This is an optimization exercise on Yosys and OpenROAD, whose aim is small area, not a production implementation.
Function was checked by simulation only, so behaviour that the tests miss may differ from the original.
No activity file was given, so power comes from the tool's default toggle rates.

Design toplevel_connect4, start of the top module:
module toplevel_connect4 (
    input clk,
    input rst,
    input col_left_raw,
    input col_right_raw,
    input confirm_raw,
    input p1_start_raw,
    input p2_start_raw,
    output vgaclk,
    output hsync,
    output vsync,
    output sync_b,
    output blank_b,
    output [7:0] r,
    output [7:0] g,
    output [7:0] b,
    output [6:0] segments,
    output p1_led,
    output p2_led,
    output game_over_led,
    output [3:0] estado
);
For scale: ~50 I/O pins, about 12,000 sq um of cells after synthesis.
clock: 20.0 ns
lec_check: 0
cap_margin: 20
core_margin: 2
core_utilization: 40
cts_buf_list: sky130_fd_sc_hd__clkbuf_8
slew_margin: 20
standard.sh (not shown) runs the stock make flow with config.mk's settings and CLKGATE_MAP_FILE= SYNTH_SCRIPT=/design/flow/synth_recipe.tcl, a recipe that flattens the netlist after the stock synthesis.
==> flow/flow/run.sh <==
#!/bin/bash
# The standard layout (standard.sh), except that
#  - synthesis maps the logic with the area-oriented ABC script flow/area.abc (every register is the standard
#    synthesis's: only the combinational mapping changes), and
#  - the port buffers that placement inserts are sky130_fd_sc_hd__buf_1.
set -euo pipefail
W=$(pwd)
export FLOW_AREA_ABC_SCRIPT=$W/flow/area.abc
# synth_recipe.tcl with the abc override inserted after its first line (the synth -nofsm -noshare wrapper)
{ head -n 1 synth_recipe.tcl; cat flow/abc_override.tcl; tail -n +2 synth_recipe.tcl; } > synth_area.tcl
sed "s#SYNTH_SCRIPT=[^ ]*#SYNTH_SCRIPT=$W/synth_area.tcl#" standard.sh > standard_area.sh
grep -q "SYNTH_SCRIPT=$W/synth_area.tcl" standard_area.sh
bash standard_area.sh > flow.log 2>&1
==> flow/flow/abc_override.tcl <==
# Map the logic with an area-oriented ABC script (flow/area.abc) in place of ORFS's speed script; every other
# synthesis step, and so every register, is the standard synthesis's.
proc abc {args} {
  set i [lsearch -exact $args -script]
  if {$i >= 0 && [lsearch -exact $args -dff] < 0} {
    lset args [expr {$i + 1}] $::env(FLOW_AREA_ABC_SCRIPT)
  }
  yosys abc {*}$args
}
==> flow/flow/area.abc <==
strash
&get -n
&fraig -x
&put
scorr
dc2
strash
&get -n
&deepsyn -T 120
&dch -f
&nf -p -D 8000
&put
==> next run, changes <==
==> flow/flow/run.sh (replaced) <==
#!/bin/bash
# The standard layout (standard.sh), except that
#  - synthesis maps the logic with the area-oriented ABC scripts flow/area*.abc (the smallest result is kept) (every register is the standard
#    synthesis's: only the combinational mapping changes), and
#  - the port buffers that placement inserts are sky130_fd_sc_hd__buf_1, and
#  - clock tree synthesis adds no dummy loads.
set -euo pipefail
W=$(pwd)
export FLOW_AREA_ABC_SCRIPTS="$W/flow/area1.abc $W/flow/area2.abc $W/flow/area3.abc"
export BUFFER_PORTS_ARGS="-buffer_cell sky130_fd_sc_hd__buf_1"
export CTS_ARGS="-sink_clustering_enable -repair_clock_nets -buf_list sky130_fd_sc_hd__clkbuf_8 -dont_use_dummy_load"
# synth_recipe.tcl with the abc override inserted after its first line (the synth -nofsm -noshare wrapper)
{ head -n 1 synth_recipe.tcl; cat flow/abc_override.tcl; tail -n +2 synth_recipe.tcl; } > synth_area.tcl
sed "s#SYNTH_SCRIPT=[^ ]*#SYNTH_SCRIPT=$W/synth_area.tcl#" standard.sh > standard_area.sh
grep -q "SYNTH_SCRIPT=$W/synth_area.tcl" standard_area.sh
bash standard_area.sh > flow.log 2>&1
==> flow/flow/abc_override.tcl (replaced) <==
# Map the logic with area-oriented ABC scripts (flow/area*.abc) in place of ORFS's speed script: each script is
# run on the same design and the mapping with the smallest cell area is kept. Every other synthesis step, and so
# every register, is the standard synthesis's.
proc abc {args} {
  set i [lsearch -exact $args -script]
  if {$i < 0 || [lsearch -exact $args -dff] >= 0} {
    yosys abc {*}$args
    return
  }
  set lib [lindex $args [expr {[lsearch -exact $args -liberty] + 1}]]
  yosys design -save pre_area_abc
  set best ""
  foreach script $::env(FLOW_AREA_ABC_SCRIPTS) {
    yosys design -load pre_area_abc
    lset args [expr {$i + 1}] $script
    yosys abc {*}$args
    set report [tee -q -s result.string stat -liberty $lib]
    if {![regexp {Chip area for module [^:]*: ([0-9.]+)} $report -> area]} {
      error "no area reported after abc with $script"
    }
    puts "area-abc: $script -> $area"
    if {$best eq "" || $area < $best} {
      set best $area
      yosys design -save best_area_abc
    }
  }
  yosys design -load best_area_abc
  puts "area-abc: kept $best"
}
==> flow/flow/area1.abc (new file) <==
strash
&get -n
&fraig -x
&put
scorr
dc2
strash
&get -n
&deepsyn -T 180 -S 1
&dch -f
&nf -p -D 8000
&put
==> flow/flow/area2.abc (new file) <==
strash
&get -n
&fraig -x
&put
scorr
dc2
strash
&get -n
&deepsyn -T 180 -S 2
&dch -f
&nf -p -D 8000
&put
==> flow/flow/area3.abc (new file) <==
strash
&get -n
&fraig -x
&put
scorr
dc2
strash
&get -n
&deepsyn -T 180 -S 3
&dch -f
&nf -p -D 8000
&put
- GPL_TIMING_DRIVEN: default -> 0
removed: flow/flow/area.abc
After rerunning:
- via count decreases by about 1.6%
- critical path depth increases by 8
- wire length decreases by 6.2%
- cell area decreases by 4.2%
- sequential cell count is unchanged
- first-iteration DRC count increases by 14%
==> next run, changes <==
--- a/flow/flow/run.sh
+++ b/flow/flow/run.sh
@@ -2,3 +2,3 @@
 # The standard layout (standard.sh), except that
-#  - synthesis maps the logic with the area-oriented ABC scripts flow/area*.abc (the smallest result is kept) (every register is the standard
+#  - synthesis maps the logic with the area-oriented ABC script flow/area.abc (every register is the standard
 #    synthesis's: only the combinational mapping changes), and
@@ -8,3 +8,3 @@
 W=$(pwd)
-export FLOW_AREA_ABC_SCRIPTS="$W/flow/area1.abc $W/flow/area2.abc $W/flow/area3.abc"
+export FLOW_AREA_ABC_SCRIPT=$W/flow/area.abc
 export BUFFER_PORTS_ARGS="-buffer_cell sky130_fd_sc_hd__buf_1"
==> flow/flow/abc_override.tcl (replaced) <==
# Map the logic with an area-oriented ABC script (flow/area.abc) in place of ORFS's speed script; every other
# synthesis step, and so every register, is the standard synthesis's.
proc abc {args} {
  set i [lsearch -exact $args -script]
  if {$i >= 0 && [lsearch -exact $args -dff] < 0} {
    lset args [expr {$i + 1}] $::env(FLOW_AREA_ABC_SCRIPT)
  }
  yosys abc {*}$args
}
==> flow/flow/area.abc (new file) <==
strash
&get -n
&fraig -x
&put
scorr
dc2
strash
&get -n
&deepsyn -T 120
&dch -f
&nf -p -D 8000
&put
removed: flow/flow/area1.abc
removed: flow/flow/area2.abc
removed: flow/flow/area3.abc
After rerunning: Routed wire length drops by 1.2%; final area climbs by 0.69%; sequential share of layout area drops by 0.17 points; worst hold slack loses 0.029 ns; total power barely changes; worst setup slack loses 0.50 ns; die area climbs by 0.38%; register-to-register slack gains 0.99 ns.
==> next run, changes <==
--- a/flow/flow/run.sh
+++ b/flow/flow/run.sh
@@ -4,4 +4,3 @@
 #    synthesis's: only the combinational mapping changes), and
-#  - the port buffers that placement inserts are sky130_fd_sc_hd__buf_1, and
-#  - clock tree synthesis adds no dummy loads.
+#  - the port buffers that placement inserts are sky130_fd_sc_hd__buf_1.
 set -euo pipefail
@@ -10,3 +9,2 @@
 export BUFFER_PORTS_ARGS="-buffer_cell sky130_fd_sc_hd__buf_1"
-export CTS_ARGS="-sink_clustering_enable -repair_clock_nets -buf_list sky130_fd_sc_hd__clkbuf_8 -dont_use_dummy_load"
 # synth_recipe.tcl with the abc override inserted after its first line (the synth -nofsm -noshare wrapper)
- GPL_TIMING_DRIVEN: 0 -> default
After rerunning:
- The changed run completed without violations
- total power goes up by 8.7%
- clock power goes up by 30%
- final area goes up by 1.3%
- wire length goes up by 6.9%

========
toplevel_connect4, a different RTL version from the one above (not shown whole).
Size: about 1300 cells after synthesis, roughly 50 I/O pins, roughly 0.010 mm² of cells after synthesis.
==> flow/config.mk <==
export PLATFORM = sky130hd
export DESIGN_NAME = toplevel_connect4
export DESIGN_NICKNAME = toplevel_connect4
export VERILOG_FILES = /design/flow/design.v
export SDC_FILE = /design/flow/constraint.sdc
export NUM_CORES = 4
export LEC_CHECK = 0
export CAP_MARGIN = 20
export CORE_MARGIN = 2
export CORE_UTILIZATION = 65
export CTS_BUF_LIST = sky130_fd_sc_hd__clkbuf_8
export GPL_TIMING_DRIVEN = 0
export SLEW_MARGIN = 20
==> flow/constraint.sdc <==
create_clock -name core_clock -period 20.0 [get_ports {clk}]
set_input_delay 4.0000 -clock core_clock [delete_from_list [all_inputs] [get_ports {clk}]]
set_output_delay 4.0000 -clock core_clock [all_outputs]
set_load 0.01 [all_outputs]
==> flow/flow/run.sh <==
#!/bin/bash
# The standard layout (standard.sh), except that
#  - synthesis maps the logic with the area-oriented ABC scripts flow/area*.abc and keeps the smallest result,
#    maps adders with the rest of the logic instead of full/half-adder cells, and inserts no buffers between
#    output ports that share a net (every register is the standard synthesis's: only the combinational logic
#    changes; see flow/abc_override.tcl),
#  - the port buffers that placement inserts are sky130_fd_sc_hd__buf_1, and
#  - clock tree synthesis adds no dummy loads.
set -euo pipefail
W=$(pwd)
export FLOW_AREA_ABC_SCRIPTS="$W/flow/area1.abc"
export BUFFER_PORTS_ARGS="-buffer_cell sky130_fd_sc_hd__buf_1"
export CTS_ARGS="-sink_clustering_enable -repair_clock_nets -buf_list sky130_fd_sc_hd__clkbuf_8 -dont_use_dummy_load"
# synth_recipe.tcl with the abc override inserted after its first line (the synth -nofsm -noshare wrapper)
{ head -n 1 synth_recipe.tcl; cat flow/abc_override.tcl; tail -n +2 synth_recipe.tcl; } > synth_area.tcl
sed "s#SYNTH_SCRIPT=[^ ]*#SYNTH_SCRIPT=$W/synth_area.tcl#" standard.sh > standard_area.sh
grep -q "SYNTH_SCRIPT=$W/synth_area.tcl" standard_area.sh
bash standard_area.sh > flow.log 2>&1
==> flow/flow/abc_override.tcl <==
# Map the logic with area-oriented ABC scripts (flow/area*.abc) in place of ORFS's speed script: each script is
# run on the same design and the mapping with the smallest cell area is kept. Every other synthesis step, and so
# every register, is the standard synthesis's.
proc abc {args} {
  set i [lsearch -exact $args -script]
  if {$i < 0 || [lsearch -exact $args -dff] >= 0} {
    yosys abc {*}$args
    return
  }
  set lib [lindex $args [expr {[lsearch -exact $args -liberty] + 1}]]
  yosys design -save pre_area_abc
  set best ""
  foreach script $::env(FLOW_AREA_ABC_SCRIPTS) {
    yosys design -load pre_area_abc
    lset args [expr {$i + 1}] $script
    yosys abc {*}$args
    set report [tee -q -s result.string stat -liberty $lib]
    if {![regexp {Chip area for module [^:]*: ([0-9.]+)} $report -> area]} {
      error "no area reported after abc with $script"
    }
    puts "area-abc: $script -> $area"
    if {$best eq "" || $area < $best} {
      set best $area
      yosys design -save best_area_abc
    }
  }
  yosys design -load best_area_abc
  puts "area-abc: kept $best"
}


# No pass-through buffers between output ports that share a net (placement gives every port its own buffer),
# and no full/half-adder cells: ABC maps the arithmetic with the rest of the logic.
set ::env(SYNTH_INSBUF) 0
set ::env(ADDER_MAP_FILE) ""
==> flow/flow/area1.abc <==
strash
&get -n
&fraig -x
&put
scorr
dc2
strash
&get -n
&deepsyn -T 20 -S 1
&dch -f
&nf -p -D 8000
&put
The first run produced a clean layout.
==> next run, changes <==
==> flow/flow/run.sh (replaced) <==
#!/bin/bash
# The standard layout (standard.sh), except that
#  - synthesis maps the logic with the area-oriented ABC scripts flow/area*.abc (the smallest result is kept) (every register is the standard
#    synthesis's: only the combinational mapping changes), and
#  - the buffers synthesis puts between output ports that share a net, and the port buffers that placement
#    inserts, are sky130_fd_sc_hd__buf_1, and
#  - clock tree synthesis adds no dummy loads.
set -euo pipefail
W=$(pwd)
export FLOW_AREA_ABC_SCRIPTS="$W/flow/area1.abc $W/flow/area2.abc $W/flow/area3.abc"
export BUFFER_PORTS_ARGS="-buffer_cell sky130_fd_sc_hd__buf_1"
export CTS_ARGS="-sink_clustering_enable -repair_clock_nets -buf_list sky130_fd_sc_hd__clkbuf_8 -dont_use_dummy_load"
# synth_recipe.tcl with the abc override inserted after its first line (the synth -nofsm -noshare wrapper)
{ head -n 1 synth_recipe.tcl; cat flow/abc_override.tcl; tail -n +2 synth_recipe.tcl; } > synth_area.tcl
sed "s#SYNTH_SCRIPT=[^ ]*#SYNTH_SCRIPT=$W/synth_area.tcl#" standard.sh > standard_area.sh
grep -q "SYNTH_SCRIPT=$W/synth_area.tcl" standard_area.sh
bash standard_area.sh > flow.log 2>&1
--- a/flow/flow/abc_override.tcl
+++ b/flow/flow/abc_override.tcl
@@ -30,6 +30,3 @@
 
-
-# No pass-through buffers between output ports that share a net (placement gives every port its own buffer),
-# and no full/half-adder cells: ABC maps the arithmetic with the rest of the logic.
-set ::env(SYNTH_INSBUF) 0
-set ::env(ADDER_MAP_FILE) ""
+# Buffers that synthesis puts between output ports driven by the same net: the smallest buffer.
+set ::env(MIN_BUF_CELL_AND_PORTS) "sky130_fd_sc_hd__buf_1 A X"
==> flow/flow/area1.abc (replaced) <==
strash
&get -n
&fraig -x
&put
scorr
dc2
strash
&get -n
&deepsyn -T 180 -S 1
&dch -f
&nf -p -D 8000
&put
==> flow/flow/area2.abc (new file) <==
strash
&get -n
&fraig -x
&put
scorr
dc2
strash
&get -n
&deepsyn -T 150 -S 2
&if -K 6
&mfs -e
&st
&deepsyn -T 60 -S 2
&dch -f
&nf -p -D 8000
&put
==> flow/flow/area3.abc (new file) <==
strash
&get -n
&fraig -x
&put
scorr
dc2
strash
&get -n
&deepsyn -T 240 -S 3
&dch -f
&nf -p -D 8000
&put
CORE_UTILIZATION = 40   (was 65)
Result:
- The changed run finished with timing, DRC and antenna clean
- fmax decreases by roughly a tenth
- combinational power decreases by a little under a tenth
- utilization decreases by 27 points
- synthesized area grows by a few percent
- worst setup slack loses 1.0 ns
- die area grows by well over a third
==> next run, changes <==
--- a/flow/flow/run.sh
+++ b/flow/flow/run.sh
@@ -2,6 +2,7 @@
 # The standard layout (standard.sh), except that
-#  - synthesis maps the logic with the area-oriented ABC scripts flow/area*.abc (the smallest result is kept) (every register is the standard
-#    synthesis's: only the combinational mapping changes), and
-#  - the buffers synthesis puts between output ports that share a net, and the port buffers that placement
-#    inserts, are sky130_fd_sc_hd__buf_1, and
+#  - synthesis maps the logic with the area-oriented ABC scripts flow/area*.abc and keeps the smallest result,
+#    maps adders with the rest of the logic instead of full/half-adder cells, and inserts no buffers between
+#    output ports that share a net (every register is the standard synthesis's: only the combinational logic
+#    changes; see flow/abc_override.tcl),
+#  - the port buffers that placement inserts are sky130_fd_sc_hd__buf_1, and
 #  - clock tree synthesis adds no dummy loads.
@@ -9,3 +10,3 @@
 W=$(pwd)
-export FLOW_AREA_ABC_SCRIPTS="$W/flow/area1.abc $W/flow/area2.abc $W/flow/area3.abc"
+export FLOW_AREA_ABC_SCRIPTS="$W/flow/area1.abc"
 export BUFFER_PORTS_ARGS="-buffer_cell sky130_fd_sc_hd__buf_1"
--- a/flow/flow/abc_override.tcl
+++ b/flow/flow/abc_override.tcl
@@ -30,3 +30,6 @@
 
-# Buffers that synthesis puts between output ports driven by the same net: the smallest buffer.
-set ::env(MIN_BUF_CELL_AND_PORTS) "sky130_fd_sc_hd__buf_1 A X"
+
+# No pass-through buffers between output ports that share a net (placement gives every port its own buffer),
+# and no full/half-adder cells: ABC maps the arithmetic with the rest of the logic.
+set ::env(SYNTH_INSBUF) 0
+set ::env(ADDER_MAP_FILE) ""
==> flow/flow/area1.abc (replaced) <==
strash
&get -n
&fraig -x
&put
scorr
dc2
strash
&get -n
&deepsyn -T 20 -S 1
&dch -f
&nf -p -D 8000
&put
CORE_UTILIZATION = 78   (was 40)
removed: flow/flow/area2.abc
removed: flow/flow/area3.abc
After rerunning: The new run finished clean. Total power rose by 0.95%. Clock skew went down by 0.017 ns. Routed wire length went down by 6.5%.
==> next run, changes <==
--- a/flow/flow/run.sh
+++ b/flow/flow/run.sh
@@ -10,3 +10,3 @@
 W=$(pwd)
-export FLOW_AREA_ABC_SCRIPTS="$W/flow/area1.abc"
+export FLOW_AREA_ABC_SCRIPTS="$W/flow/areaA.abc $W/flow/areaB.abc $W/flow/areaC.abc $W/flow/areaD.abc"
 export BUFFER_PORTS_ARGS="-buffer_cell sky130_fd_sc_hd__buf_1"
==> flow/flow/areaA.abc (new file) <==
strash
&get -n
&fraig -x
&put
scorr
dc2
strash
&get -n
&deepsyn -T 40 -S 1
&if -K 6
&mfs -e
&st
&deepsyn -T 20 -S 1
&dch -f
&nf -p -D 8000
&put
==> flow/flow/areaB.abc (new file) <==
strash
&get -n
&fraig -x
&put
scorr
dc2
strash
&get -n
&deepsyn -T 40 -S 3
&if -K 6
&mfs -e
&st
&deepsyn -T 20 -S 3
&dch -f
&nf -p -D 8000
&put
==> flow/flow/areaC.abc (new file) <==
strash
&get -n
&fraig -x
&put
scorr
dc2
strash
&get -n
&deepsyn -T 150 -S 2
&if -K 6
&mfs -e
&st
&deepsyn -T 60 -S 2
&dch -f
&nf -p -D 8000
&put
==> flow/flow/areaD.abc (new file) <==
strash
&get -n
&fraig -x
&put
scorr
dc2
strash
&get -n
&deepsyn -T 40 -S 4
&if -K 6
&mfs -e
&st
&deepsyn -T 20 -S 4
&if -K 6
&mfs -e
&st
&deepsyn -T 20 -S 5
&dch -f
&nf -p -D 8000
&put
CORE_UTILIZATION = 65   (was 78)
removed: flow/flow/area1.abc
Outcome: The changed run produced a clean layout. Final area goes down slightly. Combinational power goes up by about a fifth. Total power goes up slightly. Setup slack gets worse by 0.38 ns.
==> next run, changes <==
--- a/flow/flow/run.sh
+++ b/flow/flow/run.sh
@@ -10,3 +10,3 @@
 W=$(pwd)
-export FLOW_AREA_ABC_SCRIPTS="$W/flow/areaA.abc $W/flow/areaB.abc $W/flow/areaC.abc $W/flow/areaD.abc"
+export FLOW_AREA_ABC_SCRIPTS="$W/flow/area1.abc $W/flow/area2.abc $W/flow/area3.abc"
 export BUFFER_PORTS_ARGS="-buffer_cell sky130_fd_sc_hd__buf_1"
==> flow/flow/area1.abc (new file) <==
strash
&get -n
&fraig -x
&put
scorr
dc2
strash
&get -n
&deepsyn -T 180 -S 1
&dch -f
&nf -p -D 8000
&put
==> flow/flow/area2.abc (new file) <==
strash
&get -n
&fraig -x
&put
scorr
dc2
strash
&get -n
&deepsyn -T 150 -S 2
&if -K 6
&mfs -e
&st
&deepsyn -T 60 -S 2
&dch -f
&nf -p -D 8000
&put
==> flow/flow/area3.abc (new file) <==
strash
&get -n
&fraig -x
&put
scorr
dc2
strash
&get -n
&deepsyn -T 240 -S 3
&dch -f
&nf -p -D 8000
&put
CORE_UTILIZATION = 40   (was 65)
removed: flow/flow/areaA.abc
removed: flow/flow/areaB.abc
removed: flow/flow/areaC.abc
removed: flow/flow/areaD.abc
Result: Sequential power stays flat; sequential cell count stays the same; setup slack improved by 0.54 ns; total power went up by 0.59%; die area is higher by 62%; sequential share of layout area fell by 0.86 points.

-- re-timing with driven ports --
How much do the figures lean on ideal ports? The routed layouts below were timed once more, with nothing changed but the port constraints.
Step 1 sets driving cells, clkbuf_16 on the clock port and buf_2 on the other inputs (assumed; they add their load-dependent delay and slew).
Step 2, shift: input delay + t, output delay - t, t = (earliest + latest rising clock arrival at the registers) / 2. This alone moves slack from input paths to output paths.
a / b / c = ideal ports / drivers / drivers and shift; a / b = the first two.
run | t, ns | setup WS [ns] | cell pins on the clock port's net
the first run of note 1 | 0.518 | 8.593 / 8.545 / 9.063 | 1
the second run of note 1 | 0.514 | 8.944 / 8.895 / 9.409 | 1
the third run of note 1 | 0.522 | 8.442 / 8.392 / 8.915 | 1
the fourth run of note 1 | 0.514 | 9.083 / 9.039 / 9.553 | 1
the first run of note 2 | 0.494 | 9.959 / 9.917 / 10.411 | 1
the second run of note 2 | 0.500 | 8.943 / 8.893 / 9.393 | 1
the third run of note 2 | 0.500 | 9.819 / 9.778 / 10.278 | 1
the fourth run of note 2 | 0.500 | 9.442 / 9.402 / 9.902 | 1
the fifth run of note 2 | 0.507 | 9.982 / 9.938 / 10.445 | 1
After both steps every run listed still meets setup and hold.
